Context: an optimization exercise on an open-source flow, tuned for a short achievable clock period and few clock cycles. The choices shown serve that exercise and are no tape-out recipe.
The RTL was checked by simulation tests, not by an equivalence proof against the original design.
No activity file was given, so power comes from the tool's default toggle rates.

--- design/flow/run.sh ---
#!/bin/bash
# synth_recipe.tcl (not shown) runs the flow's synth.tcl, then flattens the netlist and writes it again
# the make line also repeats each setting of config.mk as NAME=value (left out here)
make -C /OpenROAD-flow-scripts/flow DESIGN_CONFIG=/design/flow/config.mk WORK_HOME=/design/flow/orfs CLKGATE_MAP_FILE= SYNTH_SCRIPT=/design/flow/synth_recipe.tcl finish
--- design/flow/design.v ---
module nr_mcu(clk, enable, code_addr, code_din, emif_addr, emif_wr_n, emif_rd_n, emif_din, emif_dout);
   input            clk;
   input            enable;
   output [15:0]    code_addr;
   input [39:0]     code_din;
   output [31:0]    emif_addr;
   reg [31:0]       emif_addr;
   output           emif_wr_n;
   reg              emif_wr_n;
   output           emif_rd_n;
   reg              emif_rd_n;
   output [31:0]    emif_din;
   reg [31:0]       emif_din;
   input [31:0]     emif_dout;
   localparam K_READ = 0, K_WRITE = 1, K_IREAD = 2, K_IWRITE = 3, K_SET = 4,
              K_ADD = 5, K_AND = 6, K_OR = 7, K_XOR = 8, K_SHL = 9, K_SHR = 10,
              K_SHL4 = 11, K_SHR4 = 12, K_DELAY = 13;
   localparam NK = 14;
   integer i;
   reg [15:0]       pc_f;
   reg              d_v;
   reg [15:0]       d_pc1;
   reg              sk_v;
   reg [39:0]       sk_w;
   reg [15:0]       sk_pc1;
   reg              halted;
   reg [15:0]       bk1, bk2, bk3, bk4;
   reg              push_p, pop_p;
   reg [15:0]       push_v;
   reg              r_v;
   reg [NK-1:0]     r_k;
   reg [31:0]       r_dat;
   reg              r_datz;
   reg [31:0]       r_sel;           
   reg              r_started;       
   reg              e_v;
   reg [NK-1:0]     e_k;
   reg              e_alu;           
   reg              e_nr0;           
   reg              e_simp;          
   reg              e_acw;           
   reg              e_rds;           
   reg [31:0]       e_dat;
   reg              e_datz;
   reg [31:0]       e_sel;
   reg [31:0]       e_opnd;
   reg [31:0]       R0;
   reg              r0p;              
   reg [31:0]       regs [0:31];
   reg              b_rd, b_wr;
   reg [3:0]        bc;
   reg              f_idle;           
   reg              f_free;           
   reg              f_rdd;            
   reg [31:0]       dly;
   reg              dly0, dly1;       
   assign code_addr = pc_f;
   wire        dv   = d_v | sk_v;
   wire [39:0] dw   = sk_v ? sk_w : code_din;
   wire [15:0] dpc1 = sk_v ? sk_pc1 : d_pc1;
   wire [7:0]  op_d = dw[39:32];
   wire d_jmp  = (op_d == 8'h11);
   wire d_jeq  = (op_d == 8'h12);
   wire d_jne  = (op_d == 8'h13);
   wire d_call = (op_d == 8'h51);
   wire d_ret  = (op_d == 8'h52);
   wire d_jcc  = d_jeq | d_jne;
   wire [NK-1:0] d_k;
   assign d_k[K_READ]   = (op_d == 8'h01);
   assign d_k[K_WRITE]  = (op_d == 8'h02);
   assign d_k[K_IREAD]  = (op_d == 8'h21);
   assign d_k[K_IWRITE] = (op_d == 8'h22);
   assign d_k[K_SET]    = (op_d == 8'h23);
   assign d_k[K_ADD]    = (op_d == 8'h31);
   assign d_k[K_AND]    = (op_d == 8'h32);
   assign d_k[K_OR]     = (op_d == 8'h33);
   assign d_k[K_XOR]    = (op_d == 8'h34);
   assign d_k[K_SHL]    = (op_d == 8'h35);
   assign d_k[K_SHR]    = (op_d == 8'h36);
   assign d_k[K_SHL4]   = (op_d == 8'h37);
   assign d_k[K_SHR4]   = (op_d == 8'h38);
   assign d_k[K_DELAY]  = (op_d == 8'h41);
   wire d_data = |d_k;
   wire d_ctl  = d_jmp | d_jcc | d_call | d_ret;
   wire r_alu   = r_k[K_ADD] | r_k[K_AND] | r_k[K_OR] | r_k[K_XOR] |
                  r_k[K_SHL] | r_k[K_SHR] | r_k[K_SHL4] | r_k[K_SHR4];
   wire r_acc   = r_k[K_READ] | r_k[K_WRITE];
   wire r_wr0   = r_k[K_READ] | r_k[K_IREAD] | r_k[K_SET] | r_alu;
   wire e_start = e_acw & f_free & dly1 & ~(e_k[K_WRITE] & r0p);
   wire e_dlygo = e_k[K_DELAY] & f_idle & dly0;
   wire e_go    = e_start | e_rds | e_dlygo | (e_simp & ~(e_nr0 & r0p));
   wire e_free  = ~e_v | e_go;
   wire r_free  = ~r_v | e_free;
   wire e_kill  = e_k[K_SET] | e_k[K_IREAD];
   wire e_rdfin = e_rds | (e_start & e_k[K_READ]);
   wire e_wait  = e_acw | e_k[K_DELAY];
   wire r_start = r_k[K_READ] & ~r_started & f_free & dly1 & ~e_wait;
   wire r_wait  = (r_acc & ~r_started) | r_k[K_DELAY];
   wire d_start_ok = f_free & dly1 & ~r_wait & ~e_wait & ~halted;
   wire [31:0] a_x = R0 ^ e_opnd;
   wire [31:0] a_o = R0 | e_opnd;
   wire addz    = ~a_x[0] & (a_x[31:1] == a_o[30:0]);    
   wire opz     = (e_opnd == 32'd0);
   wire R0z     = (R0 == 32'd0);
   wire e_any0  = e_k[K_SET] | e_k[K_IREAD] | e_alu | e_k[K_READ];
   wire zres    = r_wr0 ? r_k[K_SET] :
                  e_any0 ? (e_k[K_SET] | e_k[K_IREAD] | (e_k[K_ADD] & ~r0p)) :
                  ~r0p;
   wire use_add = ~r_wr0 & e_k[K_ADD];
   wire z_fast  = r_wr0 ? r_datz :
                  e_k[K_SET] ? e_datz :
                  e_k[K_IREAD] ? opz : R0z;
   wire zval    = use_add ? addz : z_fast;
   wire d_halt  = dv & ~d_data & ~d_ctl;
   wire halt_c  = halted | d_halt;
   wire d_stall = dv & ((d_data & ~r_free) | (d_jcc & ~zres));
   wire d_tor   = dv & d_data & r_free;       
   wire d_start = d_tor & d_k[K_READ] & d_start_ok;
   wire t_unc   = dv & (d_jmp | d_call | d_ret);
   wire t_ok    = dv & zres;
   wire take1   = ~halt_c & (t_unc | (t_ok & d_jeq));   
   wire take0   = ~halt_c & (t_unc | (t_ok & d_jne));   
   wire [15:0] pc_f1  = pc_f + 16'd1;
   wire [15:0] tgt    = d_ret ? bk1 : dw[15:0];
   wire [15:0] pc_o   = (halt_c | d_stall) ? pc_f : pc_f1;
   wire [15:0] pc_n1  = take1 ? tgt : pc_o;
   wire [15:0] pc_n0  = take0 ? tgt : pc_o;
   wire        dv_o   = ~halt_c & ~d_stall;
   wire        dv_n1  = dv_o & ~take1;
   wire        dv_n0  = dv_o & ~take0;
   always @(posedge clk) begin
      d_pc1 <= pc_f1;
      if (~enable) begin
         pc_f <= 16'd0;
         d_v <= 1'b0;
         sk_v <= 1'b0;
         halted <= 1'b0;
      end else begin
         pc_f <= zval ? pc_n1 : pc_n0;
         d_v <= zval ? dv_n1 : dv_n0;
         sk_v <= ~halt_c & d_stall;
         halted <= halt_c;
      end
      if (~sk_v) begin
         sk_w <= code_din;
         sk_pc1 <= d_pc1;
      end
   end
   always @(posedge clk) begin
      push_p <= enable & ~halted & dv & d_call;
      pop_p  <= enable & ~halted & dv & d_ret;
      push_v <= dpc1;
      if (push_p) begin
         bk1 <= push_v;
         bk2 <= bk1;
         bk3 <= bk2;
         bk4 <= bk3;
      end else if (pop_p) begin
         bk1 <= bk2;
         bk2 <= bk3;
         bk3 <= bk4;
      end
   end
   wire d_go_r = d_tor & ~halted;
   always @(posedge clk) begin
      if (~enable) begin
         r_v <= 1'b0;
         r_k <= {NK{1'b0}};
         r_started <= 1'b0;
      end else if (r_free) begin
         r_v <= d_go_r;
         r_k <= d_go_r ? d_k : {NK{1'b0}};
         r_started <= d_start;
      end else if (r_start)
         r_started <= 1'b1;
      if (r_free) begin
         r_dat <= dw[31:0];
         r_datz <= (dw[31:0] == 32'd0);
         for (i = 0; i < 32; i = i + 1)
            r_sel[i] <= (dw[4:0] == i);
      end
   end
   reg [31:0] r_rd;
   always @(*) begin
      r_rd = 32'd0;
      for (i = 0; i < 32; i = i + 1)
         r_rd = r_rd | ({32{r_sel[i]}} & regs[i]);
   end
   reg         wb_v;
   reg [4:0]   wb_idx;
   reg [31:0]  wb_sel;
   reg [31:0]  wb_dat;
   wire r_fwd  = e_k[K_IWRITE] & (e_dat[4:0] == r_dat[4:0]);
   wire r_fwdw = wb_v & (wb_idx == r_dat[4:0]);
   wire [31:0] r_opnd = r_fwd ? R0 : r_fwdw ? wb_dat : r_rd;
   wire r_st = r_started | r_start;
   always @(posedge clk) begin
      if (~enable) begin
         e_v <= 1'b0;
         e_k <= {NK{1'b0}};
         e_alu <= 1'b0;
         e_nr0 <= 1'b0;
         e_simp <= 1'b0;
         e_acw <= 1'b0;
         e_rds <= 1'b0;
      end else if (e_free) begin
         e_v <= r_v;
         e_k <= r_k;
         e_alu <= r_alu;
         e_nr0 <= r_alu | r_k[K_WRITE] | r_k[K_IWRITE];
         e_simp <= r_v & ~r_acc & ~r_k[K_DELAY];
         e_acw <= r_acc & ~(r_k[K_READ] & r_st);
         e_rds <= r_k[K_READ] & r_st;
      end
      if (e_free) begin
         e_dat <= r_dat;
         e_datz <= r_datz;
         e_sel <= r_sel;
         e_opnd <= r_opnd;
      end
   end
   wire e_w = e_kill | (e_alu & ~r0p);
   reg [31:0] e_res, e_oth;
   always @(*) begin
      e_oth = ({32{e_k[K_SET]}}   & e_dat) |
              ({32{e_k[K_IREAD]}} & e_opnd) |
              ({32{e_k[K_AND]}}   & (R0 & e_opnd)) |
              ({32{e_k[K_OR]}}    & (R0 | e_opnd)) |
              ({32{e_k[K_XOR]}}   & (R0 ^ e_opnd)) |
              ({32{e_k[K_SHL]}}   & {R0[30:0], 1'b0}) |
              ({32{e_k[K_SHR]}}   & {1'b0, R0[31:1]}) |
              ({32{e_k[K_SHL4]}}  & {R0[27:0], 4'b0000}) |
              ({32{e_k[K_SHR4]}}  & {4'b0000, R0[31:4]});
      e_res = e_k[K_ADD] ? (R0 + e_opnd) : e_oth;
   end
   always @(posedge clk) begin
      if (~enable)
         r0p <= 1'b0;
      else if (e_rdfin)
         r0p <= 1'b1;
      else if (f_rdd | e_kill)
         r0p <= 1'b0;
      if (e_w)
         R0 <= e_res;
      else if (r0p & f_rdd)
         R0 <= emif_dout;
   end
   always @(posedge clk) begin
      wb_v <= e_k[K_IWRITE] & ~r0p;
      wb_idx <= e_dat[4:0];
      wb_sel <= e_sel;
      wb_dat <= R0;
      for (i = 0; i < 32; i = i + 1)
         if (wb_v & wb_sel[i])
            regs[i] <= wb_dat;
   end
   always @(posedge clk) begin
      if (~enable) begin
         dly <= 32'd0;
         dly0 <= 1'b1;
         dly1 <= 1'b1;
      end else if (e_dlygo) begin
         dly <= e_dat;
         dly0 <= e_datz;
         dly1 <= (e_dat[31:1] == 31'd0);
      end else if (~dly0) begin
         dly <= dly - 32'd1;
         dly0 <= dly1;
         dly1 <= (dly[31:2] == 30'd0) & ~(dly[1] & dly[0]);    
      end
   end
   wire b_start = e_start | r_start | d_start;
   always @(posedge clk) begin
      if (~enable) begin
         b_rd <= 1'b0;
         b_wr <= 1'b0;
         emif_rd_n <= 1'b1;
         emif_wr_n <= 1'b1;
         f_idle <= 1'b1;
         f_free <= 1'b1;
         f_rdd <= 1'b0;
      end else if (b_start) begin
         emif_addr <= e_start ? e_dat : r_start ? r_dat : dw[31:0];
         if (e_start & e_k[K_WRITE])
            emif_din <= R0;
         b_rd <= ~(e_start & e_k[K_WRITE]);
         b_wr <= e_start & e_k[K_WRITE];
         bc <= 4'd0;
         emif_rd_n <= 1'b1;
         emif_wr_n <= 1'b1;
         f_idle <= 1'b0;
         f_free <= 1'b0;
         f_rdd <= 1'b0;
      end else if (b_rd) begin
         bc <= bc + 4'd1;
         emif_rd_n <= ~(bc <= 4'd7);
         if (bc == 4'd9)
            b_rd <= 1'b0;
         f_idle <= (bc == 4'd9);
         f_free <= (bc >= 4'd8);
         f_rdd <= (bc == 4'd7);
      end else if (b_wr) begin
         bc <= bc + 4'd1;
         emif_wr_n <= ~(bc == 4'd3);
         if (bc == 4'd5)
            b_wr <= 1'b0;
         f_idle <= (bc == 4'd5);
         f_free <= (bc >= 4'd4);
         f_rdd <= 1'b0;
      end else begin
         f_idle <= 1'b1;
         f_free <= 1'b1;
         f_rdd <= 1'b0;
      end
   end
endmodule
--- design/flow/config.mk ---
export PLATFORM = sky130hd
export DESIGN_NAME = nr_mcu
export DESIGN_NICKNAME = nr_mcu
export VERILOG_FILES = /design/flow/design.v
export SDC_FILE = /design/flow/constraint.sdc
export NUM_CORES = 4
export LEC_CHECK = 0
export ABC_CLOCK_PERIOD_IN_PS = 1500
export CAP_MARGIN = 20
export CORE_MARGIN = 2
export CORE_UTILIZATION = 35
export CTS_CLUSTER_DIAMETER = 60
export CTS_CLUSTER_SIZE = 20
export SETUP_SLACK_MARGIN = 4.4
export SLEW_MARGIN = 20
--- design/flow/constraint.sdc ---
create_clock -name core_clock -period 7.0 [get_ports {clk}]
set_input_delay 1.4000 -clock core_clock [delete_from_list [all_inputs] [get_ports {clk}]]
set_output_delay 1.4000 -clock core_clock [all_outputs]
set_load 0.01 [all_outputs]
==> flow_summary.yaml, run 1 <==
placement:
  place.detailed.hpwl_um: 116000
  numPortBuffers: 155
  pre_cts_slack_ps: 2260
  place.gp.congestion: 0.907
worst_hold_path:
  hold_depth: 0
  hold_path.class: "reg2reg"
sta:
  setup_tns_ps: 0
  finalHoldViolCount: 0
  finalCritPeriodShare_pct: 42.5
  fin_crit_ps: 2970
  fin_skew_ps: 100
  setup_viol: 0
  worst_pin_slew_ps: 1190
  final-max-slew-violation-count: 0
  final.setup.worst_slack_ps: 4030
  rsz0062_at_grt: "true"
  maxSlewHeadroom_pct: 20.3
  fmax_ghz: 0.337
die:
  pin_count: 156
  coreArea_um2: 176000
  start_util_pct: 35.3
  fp.dieW_um: 426
  num_rows: 154
  die_y_um: 426
  die_area_um2: 181000
cts:
  root_buffer: "clkbuf_16"
  clk_pin_slew_ps: 80
  cts_buffers: 109
  cts.sinks: 1591
  postCtsHoldBufs: 0
  htree_num_levels: 3
  cts_tree: "done"
  clk_latency_ps: 800
  clk_path_buf_depth: 3
routing:
  via_count: 42200
  post_drt_wl_per_cell_um: 31.5
  drt-pass1-iter-count: 6
  routed_wl_um: 221000
  drt_iter0_drc: 6458
  ant_nets: 0
  vias_per_cell: 6.02
  drc: 0
critical_path:
  required_ps: 5600
  path_buf_inv: 1
  reg2reg_depth: 13
  critical_path_peak_fanout: 1
  cp_top_family: "flip-flops"
  cp.arrival_ps: 1570
  slowest_stage: "edfxtp_1"
  cpPeakStageDelay_ps: 620
  worstSetupPathType: "reg2out"
  cp-end-kind: "output port"
  crit_cells: 1
  start_kind: "flip-flop"
  worstPathCellList: "buf_2"
synth:
  synth_cell_types: 92
  synthCells: 4256
  synth.largest_area_cell: "edfxtp_1"
  synth_edf_count: 1366
  synthArstFlopShare_pct: 0
  synth_area_per_cell_um2: 14.6
  synthesis.area_um2: 62300
  synth_most_common_cell: "edfxtp_1"
  yosys-top-cells-area: "edfxtp_1 (66%), dfxtp_1 (7.2%), a22oi_1 (5.8%)"
  ys.flop_type: "edfxtp_1"
  ys_warn_count: 2
  synth_top_area_share_pct: 65.8
  ys_ff_latch: 1591
  synth_top_cells_by_count: "edfxtp_1 (1366), a22oi_1 (478), nor2_1 (249), dfxtp_1 (225), clkbuf_1 (201)"
  ys_seq_area_share_pct: 73.0
  syn_nets: 4401
finish:
  syn_to_final_growth_pct: 18.7
  drive_gt1_share_pct: 21.5
  regArea_um2: 45600
  fillers: 16000
  multiInputGateArea_um2: 17400
  layout.nets: 4726
pwr:
  p_leak_uw: 0.0240
  internal_power_uw: 14200
  power_density_nw_per_um2: 250
  combPwrFrac_pct: 6.8
  swShare_pct: 23.5
  clkPwrFrac_pct: 37.1
  seqPwrFrac_pct: 56.0
  p_sw_uw: 4350
  ir_worst_vdd_uv: 241
grt:
  grt_use_total_pct: 23.3
  antenna_found_initial: 11
  grt_pass1_vias: 40000
  grt_start_max_net_pins: 85
  grt_remaining_overflow: 0
  grt_pass1_wl_um: 302000
flow_run:
  drv_cap: 0
status:
  status: "complete, no violations"
-- power groups by stage --
stage	Clock [uW]	Combinational, uW	Sequential [uW]
2_1_floorplan	0	566	10500
3_3_place_gp	0	878	10600
3_5_place_dp	0	880	10600
4_1_cts	6920	1120	10400
5_1_grt	7230	1330	10400
6_report	6870	1270	10400
-- stage by stage --
step | total power (uW) | util [%] | instance area, um2 | hold WS (ps) | cells
floorplan | 11100 | - | 62700 | 323 | 4256
CTS | 18400 | 41.4 | 73000 | 324 | 6961
global route | 18900 | 41.9 | 74000 | 338 | 6998
detailed placement | 11500 | 37.9 | 66800 | 327 | 6596
finish | 18500 | 41.9 | 74000 | 321 | 6998
global placement | 11500 | 37.9 | 66800 | 324 | 6596
-- what timing repair did --
item,4_1_cts,5_1_grt
buffers inserted,167,32
pin swaps,82,86
endpoints found under the setup margin,341,286
cloned,11,3
gates resized for setup,687,160
-- path summary, 6_finish.rpt --
check / start / endpoint / slack (ps)
min: e_sel[24] / wb_sel[24] / 320
min reg2reg: e_sel[24] / wb_sel[24] / 320
max reg2reg: R0[0] / pc_f[1] / 4170
max: emif_din[0] / emif_din[0] / 4030
-- cells in the final DEF (no fill, tap or decap), types with 23 or more instances in the layout --
master           synthesis  final
dfxtp_1                225    189
nand3_1                113     94
clkdlybuf4s50_1          0     65
nand2_1                187    184
ha_4                     0     27
xor2_1                  24     24
a21oi_1                177    160
a22oi_1                478    477
nand4_1                121    121
clkbuf_16                0    112
buf_2                    3     51
buf_6                    4     77
xnor2_1                 61     53
a22o_1                  56     56
a31oi_1                 26     23
o21ai_0                180    141
mux2_2                  89     88
edfxtp_1              1366   1366
and2_4                   0     27
buf_4                    2    231
nor4_1                  63     47
inv_1                   96     78
nor2_1                 249    230
a221oi_1                79     76
mux2i_1                 41     34
-- sequential cells by signal (all words and copies together), names as in the netlist, 32 cells and up --
signal and cells:
regs 1024, sk_w 40, R0 32, dly 32
e_dat 32, e_opnd 32, e_sel 32, emif_addr 32
emif_din 32, r_dat 32, r_sel 32, wb_dat 32
wb_sel 32
-- layout make-up --
class | instances | share of cell area, %
antenna | 1 | 0.00338
clock buffer | 125 | 3.85
clock inverter | 62 | 1.19
inverter | 97 | 0.512
multi-input combinational | 2335 | 23.5
sequential | 1591 | 61.7
tap | 2340 | 3.96
timing repair buffer | 447 | 5.34
-- per-layer routing --
| metal | vias to the layer above | part of all wire (%) | track usage [%] |
|---|---|---|---|
| met3 | 513 | 11 | 4.56 |
| li1 | 17500 | - | - |
| met2 | 2735 | 46 | 36.6 |
| met1 | 21400 | 39 | 31.5 |
| met5 | - | 0.015 | 0 |
| met4 | 6 | 5.0 | 9.90 |
-- kinds of logic after synthesis --
group | Yosys count | synth area share [%]
mux | 130 | 2.27
compound gates | 1140 | 12.7
flops | 1591 | 73.0
simple gates | 901 | 7.18
fa+ha+maj | 71 | 1.44
buf+inv | 338 | 2.15
xor+xnor | 85 | 1.19
Testbench counts, summed over its fixed seeds: cycles 59,949.
==> run 2: changes to the inputs <==
--- a/design/flow/config.mk
+++ b/design/flow/config.mk
@@ -8,7 +8,7 @@
 export ABC_CLOCK_PERIOD_IN_PS = 1500
 export CAP_MARGIN = 20
 export CORE_MARGIN = 2
-export CORE_UTILIZATION = 35
+export CORE_UTILIZATION = 40
 export CTS_CLUSTER_DIAMETER = 60
 export CTS_CLUSTER_SIZE = 20
 export SETUP_SLACK_MARGIN = 4.4
==> run 2 against run 1 <==
Against the previous run:
- still clean
- via count fell by 0.45%
- total power fell by 1.1%
- clock skew fell by 36 ps
- synthesized cell count did not move
- largest power group unchanged
- sequential share of layout area rose by 0.47 points
- non-clock buffer count fell by 3
- synthesized area did not move
==> flow_summary.yaml, run 2 <==
status:
  status: "complete, no violations"
routing:
  drt_iter0_drc: 6554
  vias_per_cell: 6.27
  post_drt_wl_per_cell_um: 32.6
  via_count: 42000
  drt-pass1-iter-count: 6
  drc: 0
  ant_nets: 0
  routed_wl_um: 219000
sta:
  setup_tns_ps: 0
  worst_pin_slew_ps: 1140
  final-max-slew-violation-count: 0
  finalHoldViolCount: 0
  fin_crit_ps: 2910
  setup_viol: 0
  fin_skew_ps: 64.7
  rsz0062_at_grt: "true"
  fmax_ghz: 0.343
  finalCritPeriodShare_pct: 41.6
  final.setup.worst_slack_ps: 4090
  maxSlewHeadroom_pct: 24.1
die:
  pin_count: 156
  coreArea_um2: 154000
  die_area_um2: 159000
  die_y_um: 399
  num_rows: 144
  fp.dieW_um: 399
  start_util_pct: 40.4
pwr:
  p_leak_uw: 0.0239
  internal_power_uw: 13900
  seqPwrFrac_pct: 56.6
  swShare_pct: 23.9
  clkPwrFrac_pct: 36.3
  ir_worst_vdd_uv: 224
  combPwrFrac_pct: 7.1
  p_sw_uw: 4380
  power_density_nw_per_um2: 249
critical_path:
  worstPathCellList: "buf_2"
  start_kind: "flip-flop"
  cp_top_family: "flip-flops"
  worstSetupPathType: "reg2out"
  cp-end-kind: "output port"
  slowest_stage: "edfxtp_1"
  cpPeakStageDelay_ps: 550
  critical_path_peak_fanout: 1
  path_buf_inv: 1
  required_ps: 5600
  cp.arrival_ps: 1510
grt:
  grt_pass1_vias: 39900
  grt_start_max_net_pins: 68
  antenna_found_initial: 7
  grt_remaining_overflow: 0
  grt_pass1_wl_um: 303000
  grt_use_total_pct: 26.8
synth:
  synth_top_area_share_pct: 65.8
  synth_cell_types: 92
  synth.largest_area_cell: "edfxtp_1"
  yosys-top-cells-area: "edfxtp_1 (66%), dfxtp_1 (7.2%), a22oi_1 (5.8%)"
  synth_top_cells_by_count: "edfxtp_1 (1366), a22oi_1 (478), nor2_1 (249), dfxtp_1 (225), clkbuf_1 (201)"
  synthCells: 4256
  synthesis.area_um2: 62300
  ys_seq_area_share_pct: 73.0
  synth_most_common_cell: "edfxtp_1"
  synth_area_per_cell_um2: 14.6
  synth_edf_count: 1366
  ys.flop_type: "edfxtp_1"
  ys_ff_latch: 1591
  syn_nets: 4401
  ys_warn_count: 2
  synthArstFlopShare_pct: 0
finish:
  largest_register_ffs: 1024
  drive_gt1_share_pct: 21.5
  fillers: 13300
  top_regs: "regs: 1024 flops, sk_w: 40 flops"
  final_cell_mix: "edfxtp_1 (1366), a22oi_1 (477), nor2_1 (231)"
  layout.nets: 4722
  syn_to_final_growth_pct: 17.8
  final_common_cell: "edfxtp_1"
  regMostFlops: "regs"
cts:
  htree_num_levels: 3
  postCtsHoldBufs: 0
  root_buffer: "clkbuf_16"
  cts.sinks: 1591
  clk_path_buf_depth: 3
  clk_pin_slew_ps: 80
  cts_buffers: 110
  clk_latency_ps: 780
  cts_tree: "done"
flow_run:
  drv_cap: 0
placement:
  place.gp.congestion: 0.891
  place.detailed.hpwl_um: 119000
  pre_cts_slack_ps: 2190
  numPortBuffers: 155
worst_hold_path:
  hold_path.class: "reg2reg"
## run 2: worst reg2reg max path, cell delays in order (launching register included)
cell and delay, ps:
edfxtp_1 420, inv_1 110, ha_4 320, and2_1 170, nor2b_2 260, nand4_1 210
a211oi_4 400, nor3_4 110, buf_4 150, nor3b_2 150, o21ai_1 70, a22o_1 190
## run 2: worst paths after layout
kind,start,to,slack [ps],cells past startpoint
worst max-delay path,emif_din[6],emif_din[6],4090,1
worst min-delay path,e_sel[27],wb_sel[27],320,0
worst max register to register,e_opnd[15],R0[26],4160,11
worst min register to register,e_sel[27],wb_sel[27],320,0
## run 2: logic make-up after synthesis
family                     count (synthesis)  share of synthesized area, %
AOI/OAI and AO/OA                       1140                          12.7
DFF                                     1591                          73.0
xor gates and xnor gates                  85                          1.19
muxes                                    130                          2.27
and+or+nand+nor                          901                          7.18
adders and majority gates                 71                          1.44
buffers and inverters                    338                          2.15
## run 2: per-stage QoR
stage               area [um2]  hold slack (ps)  power [uW]  utilization (%)  cells
floorplan                62700              323       11100                -   4256
global placement         66500              324       11500             43.1   6309
detailed placement       66600              327       11500             43.1   6311
CTS                      72400              325       18200             46.9   6656
global route             73400              325       18800             47.6   6696
finish                   73400              321       18300             47.6   6699
## run 2: final cells by class
cell class	instances	area (um2)	area share [%]
inverters	97	377	0.513
repair buffers	444	3820	5.20
flip-flops and latches	1591	45600	62.1
well taps	2044	2560	3.48
clock inverters	59	719	0.980
clock buffers	128	2860	3.90
multi-input cells	2333	17500	23.8
diodes	3	7.51	0.0102
## run 2: what timing repair did
item / 4_1_cts / 5_1_grt
pin swaps: 79 / 76
setup endpoints to repair: 439 / 310
endpoints found under the hold margin: 0 / 0
resized for setup: 692 / 155
gates cloned: 8 / 0
buffers inserted: 150 / 40
## run 2: per-layer routing
metal | track usage [%] | part of all wire, % | vias to the layer above
li1 | - | - | 17400
met1 | 37.6 | 40 | 21400
met2 | 41.0 | 45 | 2624
met3 | 4.67 | 11 | 480
met4 | 11.8 | 4.9 | 2
met5 | 0 | 0.0037 | -
## run 2: power groups by stage
| stage | sequential, uW | combinational (uW) | clock, uW |
|---|---|---|---|
| final | 10400 | 1290 | 6650 |
| after global routing | 10400 | 1360 | 7020 |
| after CTS | 10400 | 1140 | 6690 |
| after detailed placement | 10600 | 892 | 0 |
| after global placement | 10600 | 891 | 0 |
| after floorplan | 10500 | 566 | 0 |
==> run 3: changes to the inputs <==
--- a/design/flow/config.mk
+++ b/design/flow/config.mk
@@ -8,8 +8,8 @@
 export ABC_CLOCK_PERIOD_IN_PS = 1500
 export CAP_MARGIN = 20
 export CORE_MARGIN = 2
-export CORE_UTILIZATION = 40
+export CORE_UTILIZATION = 35
 export CTS_CLUSTER_DIAMETER = 60
 export CTS_CLUSTER_SIZE = 20
-export SETUP_SLACK_MARGIN = 4.4
+export SETUP_SLACK_MARGIN = 4.6
 export SLEW_MARGIN = 20
==> run 3 against run 2 <==
Against the previous run:
- worst setup slack worse by 130 ps
- global-route usage down 3.2 points
- largest power group unchanged
- routed wire length up 1.7%
- highest routed layer unchanged
- still clean on timing, DRC and antenna
- synthesized area unchanged
- largest cell class unchanged
- design area up 2.0%
- die area up 14%
==> flow_summary.yaml, run 3 <==
critical_path:
  r2r_start: "R0[2]"
  cpPeakStageDelay_ps: 660
  cp-end-kind: "output port"
  cp_top_family: "flip-flops"
  slowest_stage: "edfxtp_1"
  cp.arrival_ps: 1640
  start_kind: "flip-flop"
  worstSetupPathType: "reg2out"
  reg2reg_depth: 12
  worstPathCellList: "buf_2"
  rr_endpoint: "R0[23]"
  required_ps: 5600
  rrSetupSlack_ps: 4070
  critical_path_peak_fanout: 1
  path_buf_inv: 1
routing:
  dr_wl_met2_um: 99800
  via_count: 42600
  routed.top_layer: "met5"
  drt_iter0_drc: 6583
  wl_met1_um: 88100
  ant_nets: 0
  wl_met3_um: 23100
  routed_wl_um: 222000
  post_drt_wl_per_cell_um: 31.5
  drc: 0
  drt-pass1-iter-count: 10
  vias_per_cell: 6.04
die:
  fp.dieW_um: 426
  die_y_um: 426
  die_area_um2: 181000
  coreArea_um2: 176000
  pin_count: 156
  start_util_pct: 35.3
  num_rows: 154
sta:
  worst_pin_slew_ps: 1170
  fmax_ghz: 0.329
  finalHoldViolCount: 0
  setup_tns_ps: 0
  setup_viol: 0
  maxSlewHeadroom_pct: 21.8
  final-max-slew-violation-count: 0
  fin_skew_ps: 118
  rsz0062_at_grt: "true"
  fin_crit_ps: 3040
  finalCritPeriodShare_pct: 43.4
placement:
  dp_cells: 6609
  detailed_place.area_um2: 67100
  numPortBuffers: 155
  place.gp.congestion: 0.879
  place.detailed.hpwl_um: 119000
grt:
  grt_pass1_vias: 40300
  grt_use_total_pct: 23.6
  antenna_found_initial: 4
  grt_pass1_wl_um: 306000
  grt_remaining_overflow: 0
  grt_start_max_net_pins: 81
worst_hold_path:
  min_to: "wb_sel[22]"
  hold_start: "e_sel[22]"
  hold_depth: 0
  hold_path.class: "reg2reg"
synth:
  synth_edf_count: 1366
  yosys-top-cells-area: "edfxtp_1 (66%), dfxtp_1 (7.2%), a22oi_1 (5.8%)"
  synth_top_cells_by_count: "edfxtp_1 (1366), a22oi_1 (478), nor2_1 (249), dfxtp_1 (225), clkbuf_1 (201)"
  ys.flop_type: "edfxtp_1"
  synthArstFlopShare_pct: 0
  synthesis.area_um2: 62300
  ys_ff_latch: 1591
  synth_area_per_cell_um2: 14.6
  synth_cell_types: 92
  syn_nets: 4401
  synthCells: 4256
  ys_warn_count: 2
  synth_most_common_cell: "edfxtp_1"
  ys_seq_area_share_pct: 73.0
  synth.largest_area_cell: "edfxtp_1"
  synth_top_area_share_pct: 65.8
finish:
  syn_to_final_growth_pct: 20.2
  final_common_cell: "edfxtp_1"
  largest_register_ffs: 1024
  finalNonFillerCells: 7050
  regArea_um2: 45600
  fillers: 16000
  final_cell_mix: "edfxtp_1 (1366), a22oi_1 (477), buf_4 (232)"
  top_regs: "regs: 1024 flops, sk_w: 40 flops"
  regMostFlops: "regs"
  drive_gt1_share_pct: 22.9
  fin_util_pct: 42.5
  multiInputGateArea_um2: 17800
  final_area_um2: 74900
  layout.nets: 4768
pwr:
  p_leak_uw: 0.0244
  power_density_nw_per_um2: 245
  ir_worst_vdd_uv: 216
cts:
  cts.sinks: 1591
  postCtsHoldBufs: 0
  clk_pin_slew_ps: 80
  root_buffer: "clkbuf_16"
  clk_latency_ps: 810
  clk_path_buf_depth: 3
  htree_num_levels: 3
  cts_buffers: 106
  cts_tree: "done"
flow_run:
  drv_cap: 0
status:
  status: "complete, no violations"
-- run 3: cell counts after synthesis --
Identical to the previous run, type by type.
-- run 3: stage by stage --
step	power [uW]	worst slack, ps	hold slack [ps]
3_3_place_gp	11500	2450	323
3_5_place_dp	11500	2390	327
2_1_floorplan	11100	3450	323
6_report	18300	3960	323
4_1_cts	18200	3960	316
5_1_grt	18700	3970	334
-- run 3: final cells by class --
type,instances,share of cell area [%]
Antenna cell,3,0.0100
Clock buffer,142,3.82
Clock inverter,50,0.918
Inverter,97,0.523
Multi-Input combinational cell,2334,23.8
Sequential cell,1591,60.9
Tap cell,2340,3.91
Timing Repair Buffer,493,6.17
-- run 3: repair_timing --
action	4_1_cts	5_1_grt
cloned	9	4
gates resized for setup	802	167
setup endpoints to repair	509	338
buffers inserted	187	46
pin swaps	121	88
-- run 3: per-layer routing --
layer | global-route usage [%] | vias up
met5 | 0 | -
met4 | 9.62 | 6
met3 | 3.99 | 512
met2 | 36.4 | 2792
met1 | 33.0 | 21700
li1 | - | 17600
-- run 3: cell families (layout without fill, tap and decap cells) --
family          count (synthesis)  after routing  synth area share [%]
compound gates               1140           1142                  12.7
mux                           130            130                  2.27
xor+xnor                       85             85                  1.19
other cells                     0              3                     0
fa+ha+maj                      71             71                  1.44
flops                        1591           1591                  73.0
buf+inv                       338            782                  2.15
simple gates                  901            906                  7.18
-- run 3: power by group --
part / switching [uW] / leakage, uW / internal (uW) / total, uW
combinational: 745 / 0.00831 / 581 / 1330
clock: 3500 / 0.00169 / 3120 / 6620
sequential: 121 / 0.0143 / 10300 / 10400
total: 4360 / 0.0244 / 14000 / 18300
-- run 3: worst max-delay path by stage --
stage / from / endpoint / depth (start not counted)
6_report: emif_din[11] / emif_din[11] / 1
3_3_place_gp: code_din[33] / emif_addr[28] / 8
5_1_grt: code_din[32] / pc_f[11] / 13
4_1_cts: emif_din[11] / emif_din[11] / 1
3_5_place_dp: code_din[33] / emif_addr[28] / 8
2_1_floorplan: code_din[33] / emif_addr[0] / 8
==> run 4: changes to the inputs <==
--- a/design/flow/config.mk
+++ b/design/flow/config.mk
@@ -9,7 +9,6 @@
 export CAP_MARGIN = 20
 export CORE_MARGIN = 2
 export CORE_UTILIZATION = 35
-export CTS_CLUSTER_DIAMETER = 60
-export CTS_CLUSTER_SIZE = 20
-export SETUP_SLACK_MARGIN = 4.6
+export PLACE_DENSITY_LB_ADDON = 0.1
+export SETUP_SLACK_MARGIN = 4.2
 export SLEW_MARGIN = 20
==> run 4 against run 3 <==
Against the previous run:
- routed wire length up 9.1%
- synthesized area unchanged
- core utilization up 0.34 points
- worst setup slack better by 94 ps
- total power up 11%
- global-route usage up 2.6 points
- critical endpoint is now emif_din[0]
==> flow_summary.yaml, run 4 <==
critical_path:
  reg2reg_depth: 10
  crit_cells: 1
  slowest_stage: "edfxtp_1"
  path_buf_inv: 1
  cp-end-kind: "output port"
  rr_endpoint: "pc_f[9]"
  cp_top_family: "flip-flops"
  required_ps: 5600
  critical_path_peak_fanout: 1
  start_kind: "flip-flop"
  cp.arrival_ps: 1550
  cpPeakStageDelay_ps: 530
  worstPathCellList: "buf_2"
  rrSetupSlack_ps: 4060
  worstSetupPathType: "reg2out"
  r2r_start: "e_opnd[25]"
synth:
  yosys.area_share.simple_pct: 7.18
  synth_top_family_by_area: "compound AO/OA/AOI/OAI gates"
  syn_nets: 4401
  synth_top_area_share_pct: 65.8
  yosys-top-cells-area: "edfxtp_1 (66%), dfxtp_1 (7.2%), a22oi_1 (5.8%)"
  synthesis.area_um2: 62300
  synthArstFlopShare_pct: 0
  synth_mux_area_share_pct: 2.27
  ys.flop_type: "edfxtp_1"
  synth_fa_ha_area_share_pct: 1.44
  synth_cell_types: 92
  synth_area_per_cell_um2: 14.6
  synth_most_common_cell: "edfxtp_1"
  ys_seq_area_share_pct: 73.0
  synth.largest_area_cell: "edfxtp_1"
  synth_xor_area_share_pct: 1.19
  ys_warn_count: 2
  synthCells: 4256
  synth_edf_count: 1366
  synth_top_cells_by_count: "edfxtp_1 (1366), a22oi_1 (478), nor2_1 (249), dfxtp_1 (225), clkbuf_1 (201)"
  synth_compound_area_share_pct: 12.7
  ys_ff_latch: 1591
worst_hold_path:
  hold_depth: 0
  min_to: "wb_sel[2]"
  hold_path.class: "reg2reg"
  hold_start: "e_sel[2]"
sta:
  setup_tns_ps: 0
  fmax_ghz: 0.340
  fin_skew_ps: 33.7
  rsz0062_at_grt: "true"
  setup_viol: 0
  fin_crit_ps: 2950
  worst_pin_slew_ps: 1110
  finalCritPeriodShare_pct: 42.1
  final-max-slew-violation-count: 0
  maxSlewHeadroom_pct: 26.2
  whs_ps: 337
  finalHoldViolCount: 0
die:
  num_rows: 154
  coreArea_um2: 176000
  start_util_pct: 35.3
  die_y_um: 426
  fp.dieW_um: 426
  pin_count: 156
  die_area_um2: 181000
finish:
  fillers: 16200
  final_cell_mix: "edfxtp_1 (1366), a22oi_1 (477), buf_4 (288)"
  layout.nets: 4824
  final_area_um2: 75500
  top_regs: "regs: 1024 flops, sk_w: 40 flops"
  regMostFlops: "regs"
  largest_register_ffs: 1024
  regArea_um2: 45600
  syn_to_final_growth_pct: 21.2
  final_common_cell: "edfxtp_1"
  drive_gt1_share_pct: 21.9
  multiInputGateArea_um2: 17300
pwr:
  power_density_nw_per_um2: 269
  p_leak_uw: 0.0249
  ir_worst_vdd_uv: 242
grt:
  gr-usage-met1_pct: 37.1
  grt_pass1_vias: 40800
  grt_remaining_overflow: 0
  grt_use_total_pct: 26.2
  met3_usage_pct: 3.87
  grt.busiest_layer: "met2"
  grt_start_max_net_pins: 80
  antenna_found_initial: 4
  gr-usage-met2_pct: 41.9
  grt_pass1_wl_um: 332000
routing:
  routed_wl_um: 243000
  drc: 0
  drt-pass1-iter-count: 6
  vias_per_cell: 5.89
  post_drt_wl_per_cell_um: 33.9
  ant_nets: 0
  via_count: 42200
  drt_iter0_drc: 5599
cts:
  postCtsHoldBufs: 0
  htree_num_levels: 4
  root_buffer: "clkbuf_16"
  clk_latency_ps: 830
  cts_tree: "done"
  cts.sinks: 1591
  clk_path_buf_depth: 3
  cts_buffers: 169
  clk_pin_slew_ps: 60
placement:
  place.detailed.hpwl_um: 134000
  place.gp.congestion: 0.895
  detailed_place.area_um2: 67200
  numPortBuffers: 155
status:
  status: "complete, no violations"
flow_run:
  drv_cap: 0
-- run 4: cell counts after synthesis --
Identical to the previous run, type by type.
-- run 4: worst max path at each step --
stage            startpoint             to  slack, ps
2_1_floorplan  code_din[33]   emif_addr[0]       3450
3_3_place_gp   code_din[32]  emif_addr[16]       2390
3_5_place_dp   code_din[38]  emif_addr[16]       2320
4_1_cts         emif_din[0]    emif_din[0]       3970
5_1_grt         emif_din[0]    emif_din[0]       4030
6_report        emif_din[0]    emif_din[0]       4050
-- run 4: metrics by stage --
stage          instances  power (uW)  utilization, %  setup slack (ps)
6_report            7161       20300            42.8              4050
5_1_grt             7160       20800            42.8              4030
3_3_place_gp        6647       11500            38.1              2390
3_5_place_dp        6647       11500            38.1              2320
2_1_floorplan       4256       11100               -              3450
4_1_cts             7120       20200            42.1              3970
-- run 4: where the power goes --
part	leakage (uW)	total, uW	internal, uW	switching [uW]
logic	0.00801	1300	543	754
registers	0.0143	10400	10300	111
clock network	0.00254	8600	4800	3800
total	0.0249	20300	15600	4670
-- run 4: layer usage --
layer  routed length [um]  vias up
li1                     -    17700
met4                 6540        2
met1               106000    22300
met3                15900      370
met5                    8        -
met2               114000     1759
-- run 4: area by class of cell --
type                            count  area share, %
Antenna cell                        1        0.00331
Clock buffer                      245           6.23
Clock inverter                     67          0.694
Inverter                           97          0.492
Multi-Input combinational cell   2333           23.0
Sequential cell                  1591           60.4
Tap cell                         2340           3.88
Timing Repair Buffer              487           5.37
-- run 4: kinds of logic (layout without fill, tap and decap cells) --
group / count (synthesis) / in the layout
flip-flops: 1591 / 1591
AO/OA/AOI/OAI: 1140 / 1141
AND/OR/NAND/NOR: 901 / 906
buffers and inverters: 338 / 896
multiplexers: 130 / 130
XOR/XNOR: 85 / 85
adder cells (fa/ha/maj): 71 / 71
other: 0 / 1
-- run 4: timing repair --
| item | in CTS | in global routing |
|---|---|---|
| gates resized for setup | 576 | 186 |
| endpoints found under the setup margin | 368 | 113 |
| buffers inserted | 152 | 39 |
| cloned | 9 | 1 |
| pin swaps | 44 | 76 |
| endpoints found under the hold margin | 0 | 0 |
==> run 5: changes to the inputs <==
==> design/flow/config.mk (replaced) <==
export PLATFORM = sky130hd
export DESIGN_NAME = nr_mcu
export DESIGN_NICKNAME = nr_mcu
export VERILOG_FILES = /design/flow/design.v
export SDC_FILE = /design/flow/constraint.sdc
export NUM_CORES = 4
export LEC_CHECK = 0
export ABC_CLOCK_PERIOD_IN_PS = 1000
export CAP_MARGIN = 20
export CORE_MARGIN = 2
export CORE_UTILIZATION = 35
export SETUP_SLACK_MARGIN = 4.5
export SLEW_MARGIN = 20
==> run 5 against run 4 <==
Against the previous run:
- critical path depth did not move
- critical path type unchanged
- clock power barely moved
- core utilization rose by 0.26 points
- combinational power rose by 3%
- first-iteration DRC count rose by 11%
- sequential cell count did not move
- register-to-register slack improved by 60 ps
- sequential share of layout area fell by 0.35 points
- routed wire length fell by 8.1%
- largest cell class unchanged
- total power rose by 0.38%
- clock skew rose by 47 ps
- fmax fell by 2.5%
==> flow_summary.yaml, run 5 <==
grt:
  gr-usage-met2_pct: 36.5
  grt.busiest_layer: "met2"
  antenna_found_initial: 4
  grt_remaining_overflow: 0
  grt_pass1_wl_um: 307000
  gr-usage-met1_pct: 32.0
  grt_start_max_net_pins: 87
  grt_pass1_vias: 40900
  met3_usage_pct: 5.31
  grt_use_total_pct: 23.8
sta:
  maxSlewHeadroom_pct: 23.6
  fin_crit_ps: 3020
  final-max-slew-violation-count: 0
  setup_viol: 0
  final.setup.worst_slack_ps: 3980
  finalCritPeriodShare_pct: 43.2
  finalHoldViolCount: 0
  fin_skew_ps: 80.5
  setup_tns_ps: 0
  worst_pin_slew_ps: 1140
  rsz0062_at_grt: "true"
  fmax_ghz: 0.331
pwr:
  ir_worst_vdd_uv: 211
  power_density_nw_per_um2: 268
  p_leak_uw: 0.0249
  p_total_uw: 20400
placement:
  numPortBuffers: 155
  place.detailed.hpwl_um: 119000
  pre_cts_slack_ps: 2370
  place.gp.congestion: 0.925
critical_path:
  r2r_start: "e_opnd[19]"
  worstPathCellList: "buf_2"
  start_kind: "flip-flop"
  cp-end-kind: "output port"
  worstSetupPathType: "reg2out"
  cpPeakStageDelay_ps: 630
  rrSetupSlack_ps: 4120
  critical_path_peak_fanout: 1
  worstSetupStartpoint: "emif_din[9]"
  path_buf_inv: 1
  cp_top_family: "flip-flops"
  reg2reg_depth: 11
  rr_endpoint: "pc_f[4]"
  cp.arrival_ps: 1620
  required_ps: 5600
  slowest_stage: "edfxtp_1"
finish:
  drive_gt1_share_pct: 23.0
  fin_util_pct: 43.1
  syn_to_final_growth_pct: 21.9
  final_cell_mix: "edfxtp_1 (1366), a22oi_1 (477), nor2_1 (230)"
  final_common_cell: "edfxtp_1"
  layout.nets: 4789
  top_regs: "regs: 1024 flops, sk_w: 40 flops"
  regMostFlops: "regs"
  largest_register_ffs: 1024
synth:
  synth_top_cells_by_count: "edfxtp_1 (1366), a22oi_1 (478), nor2_1 (249), dfxtp_1 (225), clkbuf_1 (201)"
  synth.largest_area_cell: "edfxtp_1"
  ys_ff_latch: 1591
  ys_seq_area_share_pct: 73.0
  ys.flop_type: "edfxtp_1"
  synth_edf_count: 1366
  synthCells: 4256
  syn_nets: 4401
  yosys-top-cells-area: "edfxtp_1 (66%), dfxtp_1 (7.2%), a22oi_1 (5.8%)"
  synthArstFlopShare_pct: 0
  synth_area_per_cell_um2: 14.6
  synth_top_area_share_pct: 65.8
  synth_cell_types: 92
  synth_most_common_cell: "edfxtp_1"
  ys_warn_count: 2
  synthesis.area_um2: 62300
routing:
  drc: 0
  ant_nets: 0
  post_drt_wl_per_cell_um: 31.3
  via_count: 42600
  drt_iter0_drc: 6231
  vias_per_cell: 5.98
  routed_wl_um: 223000
  drt-pass1-iter-count: 8
die:
  coreArea_um2: 176000
  start_util_pct: 35.3
  fp.dieW_um: 426
  die_y_um: 426
  die_area_um2: 181000
  num_rows: 154
  pin_count: 156
status:
  status: "complete, no violations"
cts:
  postCtsHoldBufs: 0
  cts_buffers: 165
  clk_latency_ps: 840
  htree_num_levels: 4
  clk_pin_slew_ps: 60
  root_buffer: "clkbuf_16"
  cts.sinks: 1591
  clk_path_buf_depth: 3
  cts_tree: "done"
worst_hold_path:
  hold_depth: 0
  min_to: "wb_sel[12]"
  hold_path.class: "reg2reg"
  hold_start: "e_sel[12]"
flow_run:
  drv_cap: 0
[run 5: changes by cell type in the layout (fill, tap and decap cells not counted), moves of 9 or more]
cell,previous run,this run
and2_2,33,7
and2_4,4,32
buf_2,73,45
buf_4,288,225
buf_6,33,94
clkbuf_1,60,40
ha_2,13,22
o21ai_0,152,138
o21ai_2,11,23
[run 5: worst max-delay path by stage]
stage / cells past startpoint / to
floorplan: 8 / emif_addr[0]
global route: 1 / emif_din[9]
finish: 1 / emif_din[9]
global placement: 8 / emif_addr[0]
CTS: 1 / emif_din[9]
detailed placement: 8 / emif_addr[0]
[run 5: report_power, final]
part           switching (uW)  internal, uW  total (uW)
sequential                120         10300       10400
combinational             762           579        1340
clock                    3830          4800        8630
[run 5: cell families after synthesis]
group | synth area share (%)
mux | 2.27
simple gates | 7.18
flops | 73.0
compound gates | 12.7
buf+inv | 2.15
fa+ha+maj | 1.44
xor+xnor | 1.19
[run 5: per-stage QoR]
stage	instances	instance area [um2]	hold WS (ps)
after floorplan	4256	62800	323
final	7124	76000	332
after detailed placement	6602	67000	327
after CTS	7092	75100	334
after global routing	7122	76000	338
after global placement	6601	67000	323
[run 5: repair_timing]
item	4_1_cts	5_1_grt
gates cloned	9	0
gates resized for setup	776	132
endpoints found under the setup margin	510	390
pin swaps	109	69
buffers inserted	178	27
endpoints found under the hold margin	0	0
[run 5: layout make-up]
type | instances | area (um2)
fillers | 15800 | 100000
well taps | 2340 | 2930
inverters | 97 | 398
clock buffers | 223 | 4590
multi-input cells | 2335 | 17700
clock inverters | 80 | 708
diodes | 4 | 10.0
flip-flops and latches | 1591 | 45600
repair buffers | 454 | 4050
[run 5: layer usage]
| metal | vias to the layer above | wire [um] |
|---|---|---|
| li1 | 17700 | - |
| met1 | 21700 | 86500 |
| met2 | 2749 | 101000 |
| met3 | 558 | 23900 |
| met4 | 4 | 11600 |
| met5 | - | 23 |
==> run 6: changes to the inputs <==
==> design/flow/config.mk (replaced) <==
export PLATFORM = sky130hd
export DESIGN_NAME = nr_mcu
export DESIGN_NICKNAME = nr_mcu
export VERILOG_FILES = /design/flow/design.v
export SDC_FILE = /design/flow/constraint.sdc
export NUM_CORES = 4
export LEC_CHECK = 0
export ABC_CLOCK_PERIOD_IN_PS = 1200
export CAP_MARGIN = 20
export CORE_MARGIN = 2
export CORE_UTILIZATION = 40
export SETUP_SLACK_MARGIN = 4.4
export SLEW_MARGIN = 20
==> run 6 against run 5 <==
Against the previous run:
- still clean on timing, DRC and antenna
- global-route usage rose by 3.5 points
- final cell count fell by 4.0%
- via count rose by 0.52%
- clock skew fell by 24 ps
- first-iteration DRC count rose by 4.8%
- non-clock buffer count rose by 26
- synthesized cell count did not move
- clock power fell by 2.7%
- worst setup slack improved by 45 ps
- critical path type unchanged
==> flow_summary.yaml, run 6 <==
die:
  coreArea_um2: 154000
  num_rows: 144
  pin_count: 156
  fp.dieW_um: 399
  start_util_pct: 40.4
  die_area_um2: 159000
  die_y_um: 399
cts:
  cts.sinks: 1591
  root_buffer: "clkbuf_16"
  cts_tree: "done"
  htree_num_levels: 4
  cts_buffers: 162
  clk_path_buf_depth: 3
  clk_latency_ps: 830
  clk_pin_slew_ps: 60
finish:
  regMostFlops: "regs"
  syn_to_final_growth_pct: 21.4
  largest_register_ffs: 1024
  top_regs: "regs: 1024 flops, sk_w: 40 flops"
  layout.nets: 4810
  drive_gt1_share_pct: 23.1
  finalNonFillerCells: 6842
  final_common_cell: "edfxtp_1"
  final_cell_mix: "edfxtp_1 (1366), a22oi_1 (477), buf_4 (244)"
  fillers: 13100
routing:
  vias_per_cell: 6.26
  ant_nets: 0
  via_count: 42900
  drt_iter0_drc: 6530
  drt-pass1-iter-count: 6
  drc: 0
  post_drt_wl_per_cell_um: 32.6
  routed_wl_um: 223000
synth:
  synth_cell_types: 92
  synth_area_per_cell_um2: 14.6
  synth.largest_area_cell: "edfxtp_1"
  syn_nets: 4401
  synthesis.area_um2: 62300
  synth_edf_count: 1366
  ys_ff_latch: 1591
  synth_most_common_cell: "edfxtp_1"
  synthCells: 4256
  ys.flop_type: "edfxtp_1"
  ys_warn_count: 2
  synth_top_area_share_pct: 65.8
  synthArstFlopShare_pct: 0
  synth_top_cells_by_count: "edfxtp_1 (1366), a22oi_1 (478), nor2_1 (249), dfxtp_1 (225), clkbuf_1 (201)"
  ys_seq_area_share_pct: 73.0
  yosys-top-cells-area: "edfxtp_1 (66%), dfxtp_1 (7.2%), a22oi_1 (5.8%)"
critical_path:
  path_buf_inv: 1
  required_ps: 5600
  slowest_stage: "edfxtp_1"
  cpPeakStageDelay_ps: 560
  start_kind: "flip-flop"
  cp-end-kind: "output port"
  worstSetupPathType: "reg2out"
  cp_top_family: "flip-flops"
  cp.arrival_ps: 1580
  worstPathCellList: "buf_2"
  critical_path_peak_fanout: 1
pwr:
  power_density_nw_per_um2: 266
  p_sw_uw: 4690
  seqPwrFrac_pct: 51.5
  clkPwrFrac_pct: 41.7
  p_leak_uw: 0.0250
  internal_power_uw: 15500
  swShare_pct: 23.3
  ir_worst_vdd_uv: 203
  combPwrFrac_pct: 6.8
grt:
  grt_pass1_wl_um: 307000
  grt_pass1_vias: 40600
  grt_use_total_pct: 27.2
  antenna_found_initial: 6
  grt_start_max_net_pins: 68
  grt_remaining_overflow: 0
flow_run:
  drv_cap: 0
sta:
  worst_pin_slew_ps: 1170
  finalHoldViolCount: 0
  maxSlewHeadroom_pct: 21.8
  fmax_ghz: 0.336
  rsz0062_at_grt: "true"
  setup_tns_ps: 0
  finalCritPeriodShare_pct: 42.5
  fin_crit_ps: 2980
  fin_skew_ps: 56.4
  final-max-slew-violation-count: 0
  setup_viol: 0
placement:
  place.gp.congestion: 0.891
  dp_cells: 6311
  numPortBuffers: 155
  place.detailed.hpwl_um: 119000
status:
  status: "complete, no violations"
worst_hold_path:
  hold_path.class: "reg2reg"
run 6: power by group through the flow:
stage          registers [uW]  logic, uW  clock network, uW
2_1_floorplan           10500        566                  0
3_3_place_gp            10600        891                  0
3_5_place_dp            10600        892                  0
4_1_cts                 10400       1180               8440
5_1_grt                 10400       1430               8820
6_report                10400       1370               8400
run 6: layer usage:
layer | up-vias | global-route usage [%] | routed length, um
met5 | - | 0 | 8
met4 | 2 | 11.8 | 10900
met3 | 505 | 5.02 | 24700
met2 | 2859 | 41.7 | 100000
met1 | 21800 | 38.1 | 87300
li1 | 17700 | - | -
run 6: worst reg2reg max path, delay by kind of cell (launching register included):
kind	cells	cell delay (ps)
simple gates	6	1460
flops	1	410
compound gates	1	90
buf+inv	4	600
run 6: per-stage QoR:
stage / power [uW] / worst slack (ps) / util (%) / area [um2] / hold WS [ps]
finish: 20200 / 4020 / 49.0 / 75700 / 308
global route: 20600 / 3900 / 49.0 / 75700 / 312
detailed placement: 11500 / 2190 / 43.1 / 66600 / 327
floorplan: 11100 / 3450 / - / 62700 / 323
CTS: 20000 / 3980 / 48.2 / 74400 / 306
global placement: 11500 / 2260 / 43.1 / 66500 / 324
run 6: path summary, 6_finish.rpt:
path / startpoint / to / slack, ps / cells past startpoint
worst max-delay path: emif_din[9] / emif_din[9] / 4020 / 1
worst min-delay path: e_sel[0] / wb_sel[0] / 310 / 0
worst max register to register: e_k[13] / emif_addr[22] / 4150 / 11
worst min register to register: e_sel[0] / wb_sel[0] / 310 / 0
run 6: kinds of logic after synthesis:
family / after synthesis / synth area share, %
flops: 1591 / 73.0
compound gates: 1140 / 12.7
simple gates: 901 / 7.18
buf+inv: 338 / 2.15
mux: 130 / 2.27
xor+xnor: 85 / 1.19
fa+ha+maj: 71 / 1.44
run 6: final cells by class:
type                    instances  area, um2  area share (%)
inverters                      97        374           0.494
clock inverters                90        806            1.06
multi-input cells            2333      17700            23.4
repair buffers                480       4260            5.63
well taps                    2044       2560            3.38
clock buffers                 206       4320            5.71
flip-flops and latches       1591      45600            60.3
diodes                          1       2.50         0.00331
run 6: timing repair:
item                       in CTS  in global routing
setup endpoints to repair     439                317
gates resized for setup       711                168
pin swaps                      85                 93
hold buffers                    0                  0
gates cloned                   10                  3
buffers inserted              175                 46
==> run 7: changes to the inputs <==
--- a/design/flow/config.mk
+++ b/design/flow/config.mk
@@ -9,5 +9,5 @@
 export CAP_MARGIN = 20
 export CORE_MARGIN = 2
 export CORE_UTILIZATION = 40
-export SETUP_SLACK_MARGIN = 4.4
+export SETUP_SLACK_MARGIN = 4.6
 export SLEW_MARGIN = 20
==> run 7 against run 6 <==
Against the previous run:
- still clean on timing, DRC and antenna
- count of clock-buffer cells in the layout increased by 15
- clock skew down 7.4 ps
- global-route usage up 0.065 points
- combinational power decreased by 4%
- design area grew 0.42%
- clock power decreased by 1%
- via count up 0.50%
- worst hold slack gained 30 ps
- die area unchanged
- critical path type is now reg2reg
==> flow_summary.yaml, run 7 <==
status:
  status: "complete, no violations"
finish:
  top_regs: "regs: 1024 flops, sk_w: 40 flops"
  layout.nets: 4814
  final_cell_mix: "edfxtp_1 (1366), a22oi_1 (476), nor2_1 (230), buf_4 (230)"
  drive_gt1_share_pct: 23.6
  syn_to_final_growth_pct: 21.9
  final_common_cell: "edfxtp_1"
  regMostFlops: "regs"
  fillers: 13200
  fin_util_pct: 49.2
  largest_register_ffs: 1024
  final_area_um2: 76000
critical_path:
  cp-end-kind: "flip-flop"
  slowest_stage: "edfxtp_1"
  cp.arrival_ps: 3730
  critical_path_peak_fanout: 6
  cpPeakStageDelay_ps: 430
  worstSetupPathType: "reg2reg"
  worstPathCellList: "buf_6 -> buf_6 -> buf_4 -> buf_4 -> nor4_1 -> nand4_1 -> nor3_1 -> o21a_2 -> nand4bb_4 -> buf_6 -> nand3_4 -> nand2_8 -> mux2i_1"
  required_ps: 7750
  cp_common_cell: "buf_6"
  start_kind: "flip-flop"
synth:
  ys_warn_count: 2
  ys_ff_latch: 1591
  synthArstFlopShare_pct: 0
  yosys-top-cells-area: "edfxtp_1 (66%), dfxtp_1 (7.2%), a22oi_1 (5.8%)"
  synth_most_common_cell: "edfxtp_1"
  synth_top_cells_by_count: "edfxtp_1 (1366), a22oi_1 (478), nor2_1 (249), dfxtp_1 (225), clkbuf_1 (201)"
  synth_top_area_share_pct: 65.8
  synth_edf_count: 1366
  synthCells: 4256
  synth_compound_area_share_pct: 12.7
  synth_area_per_cell_um2: 14.6
  synth_fa_ha_area_share_pct: 1.44
  yosys.area_share.simple_pct: 7.18
  ys_seq_area_share_pct: 73.0
  synth_xor_area_share_pct: 1.19
  synth_cell_types: 92
  synth_top_family_by_area: "compound AO/OA/AOI/OAI gates"
  synth.largest_area_cell: "edfxtp_1"
  synthesis.area_um2: 62300
  syn_nets: 4401
  ys.flop_type: "edfxtp_1"
  synth_mux_area_share_pct: 2.27
sta:
  fin_crit_ps: 2980
  finalCritPeriodShare_pct: 42.6
  finalHoldViolCount: 0
  fin_skew_ps: 49.0
  final-max-slew-violation-count: 0
  fmax_ghz: 0.335
  setup_viol: 0
  setup_tns_ps: 0
  maxSlewHeadroom_pct: 21.5
  worst_pin_slew_ps: 1180
  rsz0062_at_grt: "true"
cts:
  cts.sinks: 1591
  cts_buffers: 159
  cts_tree: "done"
  clk_latency_ps: 830
  htree_num_levels: 4
  root_buffer: "clkbuf_16"
  postCtsHoldBufs: 0
  clk_pin_slew_ps: 70
  clk_path_buf_depth: 3
routing:
  drt-pass1-iter-count: 6
  post_drt_wl_per_cell_um: 32.9
  drt_iter0_drc: 6574
  wl_met3_um: 24300
  wl_met1_um: 89800
  via_count: 43100
  vias_per_cell: 6.29
  ant_nets: 0
  routed_wl_um: 225000
  routed.top_layer: "met5"
  drc: 0
  dr_wl_met2_um: 101000
placement:
  place.detailed.hpwl_um: 116000
  place.gp.congestion: 0.896
  detailed_place.area_um2: 66600
  numPortBuffers: 155
pwr:
  p_leak_uw: 0.0250
  ir_worst_vdd_uv: 235
  p_total_uw: 20000
  power_density_nw_per_um2: 263
die:
  coreArea_um2: 154000
  num_rows: 144
  fp.dieW_um: 399
  die_y_um: 399
  pin_count: 156
  die_area_um2: 159000
  start_util_pct: 40.4
flow_run:
  drv_cap: 0
grt:
  grt_start_max_net_pins: 81
  grt_pass1_vias: 40900
  antenna_found_initial: 6
  grt_use_total_pct: 27.3
  grt_remaining_overflow: 0
  grt_pass1_wl_um: 308000
worst_hold_path:
  hold_path.class: "reg2reg"
[run 7: cell types whose count changed in the layout (fill, tap and decap cells not counted), sizes merged, moves of 2 or more]
cell,change
and3,+4
bufbuf,+3
bufinv,-2
clkbuf,+17
clkinv,-19
clkinvlp,-2
diode,+3
[run 7: power breakdown]
part           switching, uW  internal, uW  leakage (uW)
clock network           3750          4540       0.00243
registers                118         10300        0.0143
logic                    758           553       0.00822
[run 7: final timing paths]
check | start | end | slack [ps] | cells past startpoint
setup / recovery | R0[0] | pc_f[1] | 4020 | 13
hold / removal | e_sel[1] | wb_sel[1] | 340 | 0
setup reg to reg | R0[0] | pc_f[1] | 4020 | 13
hold reg to reg | e_sel[1] | wb_sel[1] | 340 | 0
[run 7: per-stage QoR]
step / setup WS (ps) / cells / hold WS [ps]
after floorplan: 3450 / 4256 / 323
after global placement: 2340 / 6298 / 324
after detailed placement: 2310 / 6299 / 327
after CTS: 4000 / 6766 / 339
after global routing: 3980 / 6841 / 348
final: 4020 / 6845 / 337
[run 7: kinds of logic (layout without fill, tap and decap cells)]
group / Yosys count / count (layout)
muxes: 130 / 130
other: 0 / 4
and+or+nand+nor: 901 / 909
AOI/OAI and AO/OA: 1140 / 1141
DFF: 1591 / 1591
xor gates and xnor gates: 85 / 85
buffers and inverters: 338 / 870
adders and majority gates: 71 / 71
[run 7: worst max-delay path: cells and delay by family (launching register included)]
| kind | cells | cell delay [ps] |
|---|---|---|
| multiplexers | 1 | 170 |
| AND/OR/NAND/NOR | 6 | 1310 |
| buffers and inverters | 5 | 680 |
| AO/OA/AOI/OAI | 1 | 320 |
| flip-flops | 1 | 430 |
[run 7: layer usage]
layer	global-route usage, %	vias to the layer above
li1	-	17700
met1	38.3	22000
met2	41.6	2821
met3	5.15	502
met4	11.7	2
met5	0	-
[run 7: cell type report]
type                    count  area [um2]  area share (%)
inverters                  97         374           0.492
flip-flops and latches   1591       45600            60.1
well taps                2044        2560            3.37
clock buffers             221        4390            5.77
repair buffers            484        4590            6.04
diodes                      4        10.0          0.0132
multi-input cells        2336       17800            23.4
clock inverters            68         646           0.850
[run 7: what timing repair did]
item | 4_1_cts | 5_1_grt
endpoints found under the setup margin | 503 | 335
resized for setup | 738 | 199
setup buffers | 166 | 67
cloned | 12 | 8
pin swaps | 93 | 105

## separate check: timing with driven ports
How much do the figures lean on ideal ports? The routed layouts below were timed once more, with nothing changed but the port constraints. Step 1, drivers: a clkbuf_16 drives clk and a buf_2 each remaining input, both assumed. Step 2 adds t to the input delays and takes it off the output delays; t is the mean of the earliest and latest rising clock arrival at the registers after step 1. Input paths then give back, and output paths get back, about the clock's delay inside the block. Three values: no drivers, after step 1, after step 2; two values: the first two.
run | shift t [ns] | setup slack, ns | worst setup path at the end | clock arrival spread, ns | worst data-port slew with drivers (ns)
run 1 | 0.826 | 4.028 / 3.948 / 3.334 | input to register | 0.111 / 0.111 | 0.14
run 2 | 0.828 | 4.087 / 4.010 / 3.304 | input to register | 0.072 / 0.071 | 0.09
run 3 | 0.832 | 3.961 / 3.880 / 3.214 | input to register | 0.124 / 0.123 | 0.10
run 4 | 0.889 | 4.055 / 3.975 / 3.232 | input to register | 0.034 / 0.034 | 0.10
run 5 | 0.878 | 3.979 / 3.901 / 3.293 | input to register | 0.084 / 0.084 | 0.07
run 6 | 0.875 | 4.024 / 3.946 / 3.283 | input to register | 0.061 / 0.060 | 0.08
run 7 | 0.885 | 4.016 / 3.977 / 3.274 | input to register | 0.050 / 0.050 | 0.07
After both steps setup and hold are still met in every run listed. The setup slack of run 4, which loses most, moves by -0.080 ns with the drivers and by -0.823 ns with both steps.
